Context: an optimization exercise on an open-source flow, tuned for small area. The choices shown serve that exercise and are no tape-out recipe. In this exercise RTL edits were held to simulation tests only and were not proved equivalent to the original. The flow treats the clock pin as an ideal source. Dropping or thinning the clock tree relies on that and would not hold on a real chip. Power figures rest on the tool's default switching activity, not on a simulated workload.

## spi_master
module spi_master
(
input               clk             ,
input               rst_n           ,
output              SPI4wire_SCK    ,
output              SPI4wire_CS_N   ,
output              SPI4wire_MOSI   ,
input               SPI4wire_MISO   ,
input   [15:0]      par_freq_div    ,
input   [7:0]       par_adr_sclknum ,
input   [7:0]       par_dat_sclknum ,
input               par_cpha        ,
input               par_cpol        ,
input               tx_tvalid       ,
input   [31:0]      tx_tdata        ,
output              tx_tready       ,
output              rx_tvalid       ,
output  [31:0]      rx_tdata
);
export LEC_CHECK = 0
export CAP_MARGIN = 0
export CORE_MARGIN = 2
export CORE_UTILIZATION = 65
export GPL_TIMING_DRIVEN = 0
export SLEW_MARGIN = 0
create_clock -name core_clock -period 6.0 [get_ports {clk}]
standard.sh (not shown) runs the stock make flow with config.mk's settings and CLKGATE_MAP_FILE= SYNTH_SCRIPT=/design/flow/synth_recipe.tcl, a recipe that flattens the netlist after the stock synthesis.
==> flow/flow/run.sh <==
#!/bin/bash
# Standard ORFS layout (standard.sh) with these changes:
#  - synthesis maps logic with an area-oriented ABC script (flow/area.abc) and
#    leaves adders to ABC (ADDER_MAP_FILE empty); everything else in the
#    synthesis script is the standard flow's own synth_recipe.tcl
#  - port buffers use buf_1
#  - CTS, then the clock tree is rebuilt as four buffers driven by the clock
#    port, one per cluster of flip-flops (flow/post_cts.tcl)
set -euo pipefail
W=$PWD
{ head -1 synth_recipe.tcl
  echo "proc abc {args} { set i [lsearch \$args -script]; lset args [expr {\$i+1}] $W/flow/area.abc; yosys abc {*}\$args }"
  tail -n +2 synth_recipe.tcl; } > area_synth.tcl
export BUFFER_PORTS_ARGS="-buffer_cell sky130_fd_sc_hd__buf_1"
export CTS_ARGS="-sink_clustering_enable -repair_clock_nets -dont_use_dummy_load -buf_list {sky130_fd_sc_hd__clkbuf_4}"
export POST_CTS_TCL=$W/flow/post_cts.tcl
bash standard.sh SYNTH_SCRIPT=$W/area_synth.tcl ADDER_MAP_FILE= finish > standard_flow.log 2>&1
==> flow/flow/area.abc <==
strash
&get -n
&fraig -x
&put
scorr
dc2
strash
balance -l; resub -K 6 -l; rewrite -l; resub -K 6 -N 2 -l; refactor -l; resub -K 8 -l; balance -l; resub -K 8 -N 2 -l; rewrite -l; resub -K 10 -l; rewrite -z -l; resub -K 10 -N 2 -l; balance -l; resub -K 12 -l; refactor -z -l; resub -K 12 -N 2 -l; rewrite -z -l; balance -l
&get -n
&deepsyn -T 30
&put
&get -n
&dch -f
&nf -R 1000
&put
Other scripts of this flow, unchanged in this note and not shown: flow/flow/post_cts.tcl, flow/flow/rebuild_clock.tcl
Change:
--- a/flow/flow/run.sh
+++ b/flow/flow/run.sh
@@ -2,5 +2,4 @@
 # Standard ORFS layout (standard.sh) with these changes:
-#  - synthesis maps logic with an area-oriented ABC script (flow/area.abc) and
-#    leaves adders to ABC (ADDER_MAP_FILE empty); everything else in the
-#    synthesis script is the standard flow's own synth_recipe.tcl
+#  - synthesis maps logic with an area-oriented ABC script (flow/area.abc);
+#    everything else in the synthesis script is the standard flow's own synth_recipe.tcl
 #  - port buffers use buf_1
@@ -16,2 +15,2 @@
 export POST_CTS_TCL=$W/flow/post_cts.tcl
-bash standard.sh SYNTH_SCRIPT=$W/area_synth.tcl ADDER_MAP_FILE= finish > standard_flow.log 2>&1
+bash standard.sh SYNTH_SCRIPT=$W/area_synth.tcl finish > standard_flow.log 2>&1
==> flow/flow/area.abc (replaced) <==
strash
&get -n
&fraig -x
&put
scorr
dc2
strash
dc2
dc2
&get -n
&dch -f
&nf -R 1000
&put
- CAP_MARGIN: 0 -> 20
- GPL_TIMING_DRIVEN: 0 -> not set
- SLEW_MARGIN: 0 -> 20
What happened: The new run produced a clean layout. Power climbs by 69%. Routed wire length climbs by 2.3%. Via count climbs by 5.7%. Critical path depth is unchanged. Fmax climbs by 22%. First-iteration DRC count drops by 21%. Worst hold slack is better by 0.029 ns.
Change:
--- a/flow/flow/run.sh
+++ b/flow/flow/run.sh
@@ -2,4 +2,5 @@
 # Standard ORFS layout (standard.sh) with these changes:
-#  - synthesis maps logic with an area-oriented ABC script (flow/area.abc);
-#    everything else in the synthesis script is the standard flow's own synth_recipe.tcl
+#  - synthesis maps logic with an area-oriented ABC script (flow/area.abc) and
+#    leaves adders to ABC (ADDER_MAP_FILE empty); everything else in the
+#    synthesis script is the standard flow's own synth_recipe.tcl
 #  - port buffers use buf_1
@@ -15,2 +16,2 @@
 export POST_CTS_TCL=$W/flow/post_cts.tcl
-bash standard.sh SYNTH_SCRIPT=$W/area_synth.tcl finish > standard_flow.log 2>&1
+bash standard.sh SYNTH_SCRIPT=$W/area_synth.tcl ADDER_MAP_FILE= finish > standard_flow.log 2>&1
==> flow/flow/area.abc (replaced) <==
strash
&get -n
&fraig -x
&put
scorr
dc2
strash
balance -l; resub -K 6 -l; rewrite -l; resub -K 6 -N 2 -l; refactor -l; resub -K 8 -l; balance -l; resub -K 8 -N 2 -l; rewrite -l; resub -K 10 -l; rewrite -z -l; resub -K 10 -N 2 -l; balance -l; resub -K 12 -l; refactor -z -l; resub -K 12 -N 2 -l; rewrite -z -l; balance -l
&get -n
&deepsyn -T 30
&put
&get -n
&dch -f
&nf -R 1000
&put
- GPL_TIMING_DRIVEN: not set -> 0
What happened: Routed wire length fell by a few percent; global-route usage rose by 0.27 points; final area went down by a few percent; synthesized area falls by a few percent; clock skew grows by 0.0074 ns; cell count came out lower by a few percent; via count fell by a few percent; setup slack loses 0.81 ns; clock power rose by roughly a tenth; total power fell by well over a third; synthesized cell count drops by a little under a tenth.
Change:
--- a/flow/flow/run.sh
+++ b/flow/flow/run.sh
@@ -2,5 +2,4 @@
 # Standard ORFS layout (standard.sh) with these changes:
-#  - synthesis maps logic with an area-oriented ABC script (flow/area.abc) and
-#    leaves adders to ABC (ADDER_MAP_FILE empty); everything else in the
-#    synthesis script is the standard flow's own synth_recipe.tcl
+#  - synthesis maps logic with an area-oriented ABC script (flow/area.abc);
+#    everything else in the synthesis script is the standard flow's own synth_recipe.tcl
 #  - port buffers use buf_1
@@ -16,2 +15,2 @@
 export POST_CTS_TCL=$W/flow/post_cts.tcl
-bash standard.sh SYNTH_SCRIPT=$W/area_synth.tcl ADDER_MAP_FILE= finish > standard_flow.log 2>&1
+bash standard.sh SYNTH_SCRIPT=$W/area_synth.tcl finish > standard_flow.log 2>&1
==> flow/flow/area.abc (replaced) <==
strash
&get -n
&fraig -x
&put
scorr
dc2
strash
dc2
dc2
&get -n
&dch -f
&nf -R 1000
&put
Wire length came out higher by roughly a tenth.
Fmax came out higher by about a fifth.
Worst hold slack gets better by 0.027 ns.
Cell area increases by a few percent.
First-iteration DRC count increases by a few percent.
No run of this note takes its clock network from TritonCTS; it comes from the design's own scripts or RTL.

[separate check: timing with driven ports]
The flow's constraints put no driver on any port. The routed layouts listed below were extracted and timed again, unchanged, in two steps.
Step 1: set_driving_cell puts a clkbuf_16 on clk and a buf_2 on each other input, an assumption about the parent block.
Step 2 moves the port delays by t, midway between the first and last clock arrival at a register: inputs arrive t later, outputs are due t later. That takes back most of the time a late clock gives input paths.
Three values: ideal, step 1, step 2; two values: the first two.
run | t (ns) | setup slack, ns | worst hold slack (ns) | latest minus earliest clock arrival (ns) | worst slew at a driven data input, ns
the first run | 0.205 | 1.301 / 1.339 / 1.135 | 0.434 / 0.434 / 0.434 | 0.010 / 0.011 | 0.05
the second run | 0.206 | 2.162 / 2.195 / 1.989 | 0.464 / 0.464 / 0.464 | 0.014 / 0.015 | 0.05
the third run | 0.209 | 1.351 / 1.390 / 1.182 | 0.445 / 0.445 / 0.445 | 0.022 / 0.023 | 0.04
the fourth run | 0.201 | 2.030 / 2.071 / 1.870 | 0.472 / 0.472 / 0.472 | 0.025 / 0.025 | 0.04
After both steps every run listed still meets setup and hold. The setup slack of the second run, which loses most, moves by +0.033 ns with the drivers and by -0.173 ns with both steps.
